This design comes from an exercise in tuning for small area, a short achievable clock period and few clock cycles on the open sky130 flow, not from production work.
RTL that was checked went through simulation tests only; none was proved equivalent to the original.
Power and IR drop assume default switching activity.

== v59 ==
## binary_to_bcd
module binary_to_bcd( input clk_in,
                      input [5:0] game_state,
                      input start,
                      input [23:0] binary_in,
                      output logic [31:0] bcd_out,
                      output logic busy
    );
Size in the first run: roughly 600 cells after synthesis, roughly 37 flip-flops, ~65 I/O pins, ~3300 um^2 of cells after synthesis.
Settings: LEC_CHECK=0, ABC_AREA=1, CAP_MARGIN=50, CORE_MARGIN=2, CORE_UTILIZATION=60, SETUP_SLACK_MARGIN=3.5, SLEW_MARGIN=50; clock period 6.0 ns.
standard.sh (not shown) runs the stock make flow with config.mk's settings and CLKGATE_MAP_FILE= SYNTH_SCRIPT=/design/flow/synth_recipe.tcl, a recipe that flattens the netlist after the stock synthesis.
==> flow/flow/run.sh <==
#!/bin/bash
# Standard ORFS layout, with plain buf_1 cells as the port buffers.
set -euo pipefail
export BUFFER_PORTS_ARGS="-buffer_cell sky130_fd_sc_hd__buf_1"
bash standard.sh > standard_flow.log 2>&1
v59 finished every step from synthesis to the final layout, and the layout passed the timing, design-rule and antenna checks.
#### Input delta (v41 over v59)
Settings: setting CTS_BUF_LIST to sky130_fd_sc_hd__clkbuf_2 sky130_fd_sc_hd__clkbuf_4 sky130_fd_sc_hd__clkbuf_8 for the first time; changing CAP_MARGIN from 50 to 20; changing SLEW_MARGIN from 50 to 20.
### Flow results
Multi-input logic portion of the cell area delta (v41 -> v59): insignificant
v41 -> v59: number of enable-type register cells in the synthesized netlist delta 0, exact match
Overall fraction of global-route tracks in use delta (v41 -> v59): insignificant
v41 ends up with a share of the core filled with cells that is 0.25 points higher than in v59.
Combinational power share essentially unchanged between v59 and v41.
Of the two candidates, v59 has the worse worst clock skew and v41 the better one.
On first-iteration DRC count, the higher figure sits with v41, not v59.
v41 -> v59: cell count flat
Relative to v41, the following input files were edited for v55:
Settings: clearing CTS_BUF_LIST, which used to be sky130_fd_sc_hd__clkbuf_2 sky130_fd_sc_hd__clkbuf_4 sky130_fd_sc_hd__clkbuf_8; putting TNS_END_PERCENT at 5 where nothing was set.
Findings:
- The run showing the greater sequential power is v55.
- In the metrics for v55 and v41, the one carrying the lower per-cell via count in the routed design is v55.
- In v55 the via count turned out about 1.1% lower than in v41.
- Compared with v41, v55 improves total power.
- There was hardly any difference in clock network fraction of total power between v55 and v41.
- v55 vs v41: worst-path maximum fanout down
- Of v55 and v41, the run reporting the higher first-pass GRT wire length was v41.
- As far as clock transition at the registers of the reported paths is concerned, v55 and v41 perform about the same.
- The sequential share of layout area number comes out higher for v55 vs v41.
- Static leakage power (v55 vs. v41) decreases slightly
Setup changes, v55 to v19
Settings: PLACE_DENSITY: unset -> 0.75; TNS_END_PERCENT: 5 -> unset.
Results
- Cts-stage hold buffer count: v55 vs v19 identical
- The lower power in sequential cells of v55 and v19 is in v19.
- v19: number of vias in the routed layout is 101 higher than what v55 reported.
- Sort v55 and v19 by number of clock buffers in the layout asc -> top: v55
- [v19 vs v55] total power of the final layout: higher in v19
No functional check of the RTL was part of any run of this note.


Another version of the RTL of binary_to_bcd (not shown whole).
For scale: about 590 cells after synthesis, about 37 flip-flops, ~65 I/O pins, ~3300 um^2 of cells after synthesis.
Settings: LEC_CHECK=0, ABC_AREA=1, CAP_MARGIN=20, CORE_MARGIN=2, CORE_UTILIZATION=60, CTS_CLUSTER_DIAMETER=200, CTS_CLUSTER_SIZE=40, SETUP_SLACK_MARGIN=3.5, SLEW_MARGIN=20; clock period 6.0 ns.
Scripts as last shown in full above: flow/flow/run.sh
Testbench counts at the start, summed over its fixed seeds: cycles 25,282.
==> next run, changes <==
Settings changed: CORE_UTILIZATION 60 to 40, CTS_CLUSTER_DIAMETER 200 to unset, CTS_CLUSTER_SIZE 40 to unset.
After rerunning: First-iteration DRC count rose by 26%; wire length rose by 7.3%; cell count rose by 5.1%; worst setup slack degrades by 0.028 ns; sequential power is about the same; worst hold slack degrades by 0.029 ns; cell area rose by 3.2%.
==> next run, changes <==
==> flow/flow/run.sh (replaced) <==
#!/bin/bash
# Layout flow: the standard synthesis, a second ABC pass over its
# combinational logic (registers untouched), then the standard ORFS layout.
# Port buffers are plain buf_1 cells.
set -euo pipefail
export BUFFER_PORTS_ARGS="-buffer_cell sky130_fd_sc_hd__buf_1"
HERE=$(cd "$(dirname "$0")" && pwd)
RES=orfs/results/${FLOW_PLATFORM}/binary_to_bcd/base

bash standard.sh synth > standard_synth.log 2>&1

YOSYS=$(command -v yosys || echo "$FLOW_HOME/../tools/install/yosys/bin/yosys")
LIB="$FLOW_HOME/platforms/${FLOW_PLATFORM}/lib/sky130_fd_sc_hd__tt_025C_1v80.lib"
cp "$RES/1_2_yosys.v" 1_2_yosys_standard.v
"$YOSYS" -c "$HERE/reopt.tcl" -- "$LIB" 1_2_yosys_standard.v 1_2_yosys_reopt.v "$HERE/ff_blackbox.v" > reopt.log 2>&1
cp 1_2_yosys_reopt.v "$RES/1_2_yosys.v"
rm -f "$RES/1_synth.odb" "$RES/1_synth.sdc"

bash standard.sh > standard_flow.log 2>&1
==> flow/flow/ff_blackbox.v (new file) <==
// the registers stay as they are: their cells are black boxes to the re-synthesis
(* blackbox *)
module sky130_fd_sc_hd__dfxtp_1(input CLK, input D, output Q); endmodule
(* blackbox *)
module sky130_fd_sc_hd__dfxtp_2(input CLK, input D, output Q); endmodule
(* blackbox *)
module sky130_fd_sc_hd__dfxtp_4(input CLK, input D, output Q); endmodule
==> flow/flow/reopt.tcl (new file) <==
# yosys -c reopt.tcl -- LIB IN OUT BLACKBOXES
yosys -import
lassign $argv lib in out bb
read_liberty -ignore_miss_func $lib
read_verilog -overwrite $bb
read_verilog $in
hierarchy -top binary_to_bcd
flatten
opt_clean
set du {}
set fh [open $lib r]
set txt [read $fh]
close $fh
foreach {m c} [regexp -all -inline {cell\s*\(\s*"?(sky130_fd_sc_hd__\w+)"?\s*\)} $txt] {
  if {[regexp {lpflow|probe|fill|tap|decap|diode|dly|clkbuf|clkinv|bufbuf|bufinv|dfxtp|dfxbp|dfrtp|dfstp|dfrbp|dfsbp|dfbbp|edf|sdf|dlx|dlr|dlcl|einv|ebuf} $c]} { lappend du -dont_use $c }
}
abc -liberty $lib {*}$du -script "+strash;&get -n;&deepsyn -T 30;&put;dch;map -B 0.9"
opt_clean -purge
stat -liberty $lib
write_verilog -noattr -noexpr -nohex -nodec $out
Settings changed: CORE_UTILIZATION 40 to 60.
Effect: Area after synthesis decreases by about a fifth; combinational power increases by about a fifth; utilization increases by 38 points; final area decreases by a few percent; die area decreases by well over a third; maximum frequency decreases by a little under a tenth; worst setup slack is worse by 0.21 ns; clock power decreases by about a fifth.
==> next run, changes <==
==> flow/flow/run.sh (replaced) <==
#!/bin/bash
# Standard ORFS layout, with plain buf_1 cells as the port buffers.
set -euo pipefail
export BUFFER_PORTS_ARGS="-buffer_cell sky130_fd_sc_hd__buf_1"
bash standard.sh > standard_flow.log 2>&1
Settings changed: SETUP_SLACK_MARGIN 3.5 to 3.3.
removed: flow/flow/ff_blackbox.v
removed: flow/flow/reopt.tcl
Result:
- area after synthesis increases by about a fifth
- via count decreases slightly
- die area increases by about a fifth
- setup slack loses 0.024 ns
- count of clock-buffer cells in the layout increases by 2
- cell area decreases by a few percent
- register-to-register slack gains 0.14 ns
- first-iteration DRC count decreases by well over a third
- combinational power decreases by about a fifth
- routed wire length decreases by a little under a tenth
- power decreases by roughly a tenth
==> next run, changes <==
Settings changed: CORE_UTILIZATION 60 to 65, SETUP_SLACK_MARGIN 3.3 to 3.5.
Effect:
- hold slack is worse by 0.015 ns
- global-route usage grows by 1.6 points
- count of clock-buffer cells in the layout decreases by 2
- register-to-register slack improves by 0.11 ns

## static timing again, ports no longer ideal
Ports are ideal in the flow. The routed layouts listed here were re-timed in OpenROAD. Step 1 (the two cells are an assumption about what drives the block):
set clk [get_ports {clk_in}]
set_driving_cell -lib_cell sky130_fd_sc_hd__clkbuf_16 $clk
set_driving_cell -lib_cell sky130_fd_sc_hd__buf_2 [delete_from_list [all_inputs] $clk]
Step 2 times the ports against the registers' clock, not the clock port: input delays grow and output delays shrink by t, the midpoint of the rising clock arrivals with the driver on. Three values: ideal ports, drivers, drivers and shift; two values: the first two.
run | t, ns | slack for setup (ns) | worst hold slack (ns) | worst setup path at the end | worst data-port slew with drivers (ns)
v59 | 0.318 | 3.585 / 3.596 / 3.279 | 0.496 / 0.496 / 0.496 | input to register | 0.04
v41 | 0.314 | 3.616 / 3.623 / 3.309 | 0.498 / 0.498 / 0.498 | input to register | 0.04
v55 | 0.319 | 3.488 / 3.500 / 3.181 | 0.496 / 0.496 / 0.496 | input to register | 0.04
v19 | 0.319 | 3.575 / 3.582 / 3.264 | 0.491 / 0.491 / 0.491 | input to register | 0.05
the first run of note 2 | 0.321 | 3.659 / 3.664 / 3.343 | 0.501 / 0.501 / 0.501 | input to register | 0.04
the second run of note 2 | 0.324 | 3.631 / 3.635 / 3.311 | 0.472 / 0.472 / 0.472 | input to register | 0.04
the third run of note 2 | 0.321 | 3.425 / 3.425 / 3.156 | 0.483 / 0.483 / 0.483 | input to register | 0.04
the fourth run of note 2 | 0.322 | 3.401 / 3.410 / 3.088 | 0.485 / 0.485 / 0.485 | input to register | 0.03
the fifth run of note 2 | 0.330 | 3.537 / 3.506 / 3.329 | 0.470 / 0.470 / 0.470 | input to register | 0.04
After both steps setup and hold are still met in every run listed. The setup slack of the second run of note 2, which loses most, moves by +0.004 ns with the drivers and by -0.320 ns with both steps.
